From an optimization exercise on the open Yosys and OpenROAD flow, aimed at small area; shortcuts taken in it are not production practice.
Only simulation tests tie the RTL to the original design; equivalence was not proved.
No activity file was given, so power comes from the tool's default toggle rates.

**run.sh**
```bash
#!/bin/bash
# synth_recipe.tcl (not shown) runs the flow's synth.tcl, then flattens the netlist and writes it again
# the make line also repeats each setting of config.mk as NAME=value (left out here)
make -C /OpenROAD-flow-scripts/flow DESIGN_CONFIG=/design/flow/config.mk WORK_HOME=/design/flow/orfs CLKGATE_MAP_FILE= SYNTH_SCRIPT=/design/flow/synth_recipe.tcl finish
```
**config.mk**
```make
export PLATFORM = sky130hd
export DESIGN_NAME = SingleCycleCPU
export DESIGN_NICKNAME = SingleCycleCPU
export VERILOG_FILES = /design/flow/design.v
export SDC_FILE = /design/flow/constraint.sdc
export NUM_CORES = 4
export LEC_CHECK = 0
export CAP_MARGIN = 20
export CORE_MARGIN = 2
export CORE_UTILIZATION = 30
export PLACE_DENSITY = 0.5
export SLEW_MARGIN = 20
```
**design.v**
```verilog
module SingleCycleCPU (
    input   wire        clk,
    input   wire        start,
    output  wire [31:0] pc,
    input   wire [31:0] inst,
    output  wire        wb_we,
    output  wire [4:0]  wb_rd,
    output  wire [31:0] wb_data,
    output  wire [7:0]  segments,
    output  wire [3:0]  an
);
    integer i;
    genvar g, k;
    wire [4:0] op  = inst[6:2];
    wire [2:0] f3  = inst[14:12];
    wire [4:0] rd  = inst[11:7];
    wire [4:0] rs1 = inst[19:15];
    wire [4:0] rs2 = inst[24:20];
    wire is_alu  = op[2];                    
    wire is_r    = op[2] & op[3];
    wire is_sw   = ~op[4] & op[3] & ~op[2];
    wire is_br   = op[4] & ~op[0];
    wire is_jal  = op[1];
    wire is_jalr = op[4] & op[0] & ~op[1];
    wire is_jmp  = op[4];                    
    wire is_lw   = ~op[4] & ~op[2];          
    wire reg_write = op[2] | ~op[3] | op[0];
    wire [31:0] imm_i = {{20{inst[31]}}, inst[31:20]};
    wire [31:0] imm_s = {{20{inst[31]}}, inst[31:25], inst[11:7]};
    wire [31:0] imm_b = {{20{inst[31]}}, inst[7], inst[30:25], inst[11:8], 1'b0};
    wire [31:0] imm_j = {{12{inst[31]}}, inst[19:12], inst[20], inst[30:21], 1'b0};
    reg  [31:0] rf [1:31];
    reg  [31:1] rv;
    wire [31:0] wbd;
    assign wb_we = reg_write & (rd != 5'd0);
    always @(posedge clk or negedge start)
        if (!start) rv <= 31'd0;
        else if (wb_we) rv[rd] <= 1'b1;
    generate for (g = 1; g < 32; g = g + 1) begin : rfw
        always @(posedge clk)
            if (reg_write && rd == g) rf[g] <= wbd;
    end endgenerate
    reg [31:0] rs1v, rs2v;
    always @(*) begin
        rs1v = 32'd0;
        rs2v = 32'd0;
        for (i = 1; i < 32; i = i + 1) begin
            rs1v = rs1v | ({32{rs1 == i && rv[i]}} & rf[i]);
            rs2v = rs2v | ({32{rs2 == i && rv[i]}} & rf[i]);
        end
        rs1v[7] = rs1v[7] | (rs1 == 5'd2 && !rv[2]);
        rs2v[7] = rs2v[7] | (rs2 == 5'd2 && !rv[2]);
    end
    wire [31:0] bop = (is_r | is_br) ? rs2v : (is_sw ? imm_s : imm_i);
    wire sub = is_br | (is_alu & (f3[1] | (op[3] & inst[30])));
    wire [31:0] sum = rs1v + (bop ^ {32{sub}}) + {31'd0, sub};
    wire lt = (rs1v[31] ^ bop[31]) ? rs1v[31] : sum[31];
    wire eq = (sum == 32'd0);
    wire taken = (f3[2] ? lt : eq) ^ f3[0];
    wire [31:0] alu = f3[2] ? (f3[0] ? (rs1v & bop) : (rs1v | bop))
                            : (f3[1] ? {31'd0, lt} : sum);
    reg  [31:1] pcr;
    assign pc = {pcr, 1'b0};
    wire [31:0] pc4 = {pcr[31:2] + 30'd1, pcr[1], 1'b0};
    wire [31:0] pcimm = pc + (is_jal ? imm_j : imm_b);
    wire [31:1] npc = is_jalr ? sum[31:1]
                    : (is_jal | (is_br & taken)) ? pcimm[31:1] : pc4[31:1];
    always @(posedge clk or negedge start)
        if (!start) pcr <= 31'd0;
        else pcr <= npc;
    wire [1:0] off = sum[1:0];
    wire [4:0] row = sum[6:2];
    wire [31:0] dec = 32'd1 << row;
    wire [31:0] rsel [0:3];
    assign rsel[3] = dec;
    assign rsel[2] = (off > 2'd2) ? {dec[30:0], dec[31]} : dec;
    assign rsel[1] = (off > 2'd1) ? {dec[30:0], dec[31]} : dec;
    assign rsel[0] = (off > 2'd0) ? {dec[30:0], dec[31]} : dec;
    wire [7:0] wbyte [0:3];      
    wire [63:0] rs2x = {rs2v, rs2v} >> ({off, 3'b000});
    wire [63:0] rs2y = {rs2v, rs2v} << ({off, 3'b000});
    assign wbyte[0] = rs2y[39:32];
    assign wbyte[1] = rs2y[47:40];
    assign wbyte[2] = rs2y[55:48];
    assign wbyte[3] = rs2y[63:56];
    reg  [7:0] mem [0:127];      
    reg  [127:0] mv;
    wire [7:0] rbyte [0:3];
    generate for (k = 0; k < 4; k = k + 1) begin : bank
        for (g = 0; g < 32; g = g + 1) begin : row_
            always @(posedge clk)
                if (is_sw && rsel[k][g]) mem[32*k+g] <= wbyte[k];
            always @(posedge clk or negedge start)
                if (!start) mv[32*k+g] <= 1'b0;
                else if (is_sw && rsel[k][g]) mv[32*k+g] <= 1'b1;
        end
        reg [7:0] rb;
        always @(*) begin
            rb = 8'd0;
            for (i = 0; i < 32; i = i + 1)
                rb = rb | ({8{rsel[k][i] & mv[32*k+i]}} & mem[32*k+i]);
        end
        assign rbyte[k] = rb;
    end endgenerate
    wire [63:0] rw = {rbyte[3], rbyte[2], rbyte[1], rbyte[0],
                      rbyte[3], rbyte[2], rbyte[1], rbyte[0]} >> ({off, 3'b000});
    wire [31:0] ld = rw[31:0];
    assign wbd = is_lw ? ld : (is_jmp ? pc4 : alu);
    assign wb_rd = rd;
    assign wb_data = wbd;
    reg [1:0] sel;
    reg run;
    always @(posedge clk or negedge start)
        if (!start) begin sel <= 2'd0; run <= 1'b0; end
        else begin sel <= run ? sel + 2'd1 : 2'd0; run <= 1'b1; end
    assign an = run ? ~(4'b0001 << sel) : 4'b1111;
    wire [15:0] x5 = rv[5] ? rf[5][15:0] : 16'd0;
    wire [3:0] nib = x5[4*sel +: 4];
    reg [7:0] seg;
    always @(*) begin
        case (nib)
            4'h0: seg = 8'b00000011;
            4'h1: seg = 8'b10011111;
            4'h2: seg = 8'b00100101;
            4'h3: seg = 8'b00001101;
            4'h4: seg = 8'b10011001;
            4'h5: seg = 8'b01001001;
            4'h6: seg = 8'b01000001;
            4'h7: seg = 8'b00011111;
            4'h8: seg = 8'b00000001;
            4'h9: seg = 8'b00001001;
            4'hA: seg = 8'b00010001;
            4'hB: seg = 8'b11000001;
            4'hC: seg = 8'b01100011;
            4'hD: seg = 8'b10000101;
            4'hE: seg = 8'b01100001;
            default: seg = 8'b01110001;
        endcase
    end
    assign segments = seg;
endmodule
```
**constraint.sdc**
```tcl
create_clock -name core_clock -period 25.0 [get_ports {clk}]
set_input_delay 5.0000 -clock core_clock [delete_from_list [all_inputs] [get_ports {clk}]]
set_output_delay 5.0000 -clock core_clock [all_outputs]
set_load 0.01 [all_outputs]
```
==> notes.md <==
logic make-up after synthesis:
group | count (synthesis)
compound gates | 1940
other cells | 2
buf+inv | 503
xor+xnor | 114
flops | 2209
fa+ha+maj | 111
simple gates | 1856
mux | 100
synthesized netlist by cell type, types with 83 or more instances:
cell / number / area (um^2)
dfrtp_1: 193 / 4830
ha_1: 85 / 1060
nor2_1: 297 / 1110
a21oi_1: 131 / 656
o21ai_0: 105 / 526
and3_1: 113 / 707
nor3_1: 127 / 636
a22oi_1: 692 / 5190
a22o_1: 161 / 1410
or2_2: 135 / 845
nand2_1: 448 / 1680
nand3_1: 257 / 1290
a222oi_1: 234 / 2340
clkbuf_1: 341 / 1280
a221oi_1: 158 / 1380
nand4_1: 167 / 1040
edfxtp_1: 2016 / 60500
nor4_1: 83 / 519
final timing paths:
path,endpoint,slack [ns],cells past startpoint
worst max-delay path,wb_data[20],3.21,32
worst min-delay path,mv[89],0.46,1
worst max register to register,rf[7][20],14.13,28
worst min register to register,mv[89],0.46,1
max in group asynchronous,rv[10],19.07,3
min in group asynchronous,mv[71],4.04,1
power breakdown:
group          switching (W)  internal [W]
registers           0.000240       0.00500
clock network        0.00154       0.00201
logic                0.00343       0.00113
total                0.00520       0.00814
layout make-up:
type                            instances  area (um^2)
Fill cell                           30500       206000
Clock inverter                        145         1520
Sequential cell                      2209        65400
Timing Repair Buffer                  430         3790
Multi-Input combinational cell       4124        29600
Tap cell                             4180         5230
Inverter                               75          282
Clock buffer                          286         6150
Antenna cell                           12         30.0
registers in the layout (all words and copies together) (netlist names):
name / cells
sel: 2
pcr: 31
run: 1
mem: 1024
rv: 31
mv: 128
rf: 992
layer usage:
metal / part of all wire, % / vias up
met5: 0.021 / -
met4: 6.3 / 8
met3: 14 / 1518
met2: 42 / 6415
met1: 37 / 37900
li1: - / 28700
through the flow:
step | instance area (um^2) | util (%) | hold WS [ns] | power, W | std cells
2_1_floorplan | 95700 | - | 0.427 | 0.00715 | 6836
3_3_place_gp | 104000 | 32.7 | 0.442 | 0.00958 | 11000
3_5_place_dp | 104000 | 32.7 | 0.443 | 0.00966 | 11000
4_1_cts | 112000 | 35.1 | 0.459 | 0.0132 | 11400
5_1_grt | 112000 | 35.2 | 0.472 | 0.0136 | 11500
6_report | 112000 | 35.2 | 0.457 | 0.0133 | 11500
==> notes.md <==
Routed WL: 451000 um
Resized cells post-CTS: 0
Largest delay share family, worst path: simple AND/OR/NAND/NOR gates
Setup_tns: 0 ns
Post-synth EDFFs: 2016
Largest family of logic cells by synthesized area: compound AO/OA/AOI/OAI gates
Slew HR: 9.95%
Clock Root Buffer: clkbuf_16
Cell repeated most along the worst path: buf_4
Most Crowded Layer GR: met2
Setup WS post-layout: 3.21 ns
Hold Path Class: reg -> reg
Proportion of synthesized area in mux cells: 1.13%
Predominant post-synthesis flop cell: edfxtp_1
CP max stage cell: a2111oi_0
Power Density: 119 nW/um^2
CP required: 20.00 ns
Crit path launch: inst[21]
Port bufs: 111
Grt met1 use: 34.7%
Residual DRC: 0
Worst r2r src: rv[30]
Die W: 569 um
Number of H-tree levels: 4
Die ar.: 323000 um^2
Via density: 6.51
Die height: 569 um
Met2 Track Usage GR: 39.7%
Fmax: 45.9 MHz
Initial Util: 30.1%
Cells after Synth: 6835
Worst-path maximum fanout: 32
Simple-gate share of the synthesized area: 10.0%
Final setup fails: 0
Post-synthesis cell type count: 105
Register area share after synthesis: 68.3%
Met3 Use GR: 9.02%
Antenna-violating nets left: 0
Routability cong.: 0.980
Max stage delay on crit path: 1.09 ns
HPWL Detailed: 280000 um
RSZ-0062 raised after global routing: false
Min Tclk post-route: 21.79 ns
Area Overhead vs Synth: 17.0%
Clk_skew: 0.150 ns
Post-CTS Hold Fix Bufs: 0
CTS tree: yes
Async set-reset flop share out of synthesis: 8.74%
Row count: 207
# IOs: 116
Clock slew at reported path FFs: 0.06 ns
Most frequent cells in the layout: edfxtp_1 (2016), a22oi_1 (692), nand2_1 (447)
Vias: 74600
Number of global-route vias before repair: 69400
Outcome: finished clean
Syn avg cell area: 14.0 um^2
Max Root-Sink Buffers: 4
Initial DRC count: 15500
Most common cell after layout, fill and taps aside: edfxtp_1
Critical Path Sink Type: primary output
Total gr overflow: 0
Final hold vios: 0
Adder-cell share of the synthesized area: 1.40%
Synth Cell Area: 95700 um^2
Final period utilization: 87.2%
Initial antenna violation count: 24
Compound-Gate Fraction of Synth Area: 16.0%
Total Routing Usage GR: 26.8%
Share of cells above drive strength 1: 14.2%
First-pass GRT wire length: 602000 um
Worst Min Path Start: mv[89]
Setup Fix Bufs, Post-CTS: 0
Drt pass-1 iters: 11
CP Class: in -> out
Worst vdd ir: 0.0000870 V
Routed wire per std cell: 39.4 um
Actual slew at the worst max-slew pin: 1.35 ns
Clock latency (worst-skew pair): 0.95 ns
Worst Path Arrival: 16.79 ns
Sink Count: 2209
Xor/xnor share of the synthesized area: 1.05%
Synth warn: 3
Worst path buffer plus inverter count: 7
Final Slew Violations: 0
Core Footprint: 318000 um^2
Largest net degree at the start of global routing: 57
Max cap viols: 0
Seq cells post-synth: 2209
TritonCTS Buffers: 234
Final Net Count: 7195
Worst setup SP type: primary input
Post-place setup slack: 3.45 ns
Leakage: 37.3 nW

-- re-timing with driven ports --
How much do the figures lean on ideal ports? The routed layout below was timed once more, with nothing changed but the port constraints. Step 1, drivers: a clkbuf_16 drives clk and a buf_2 each remaining input, both assumed. Step 2 times the ports against the registers' clock, not the clock port: input delays grow and output delays shrink by t, the midpoint of the rising clock arrivals with the driver on. Three values: ideal, step 1, step 2; two values: the first two.
t, ns: 0.979
setup WS [ns]: 3.212 / 3.189 / 3.189
hold slack, ns: 0.457 / 0.457 / 0.457
worst setup path after step 2: input to output
After both steps setup and hold are still met in this run. The setup slack of this run moves by -0.023 ns with the drivers and by -0.023 ns with both steps.
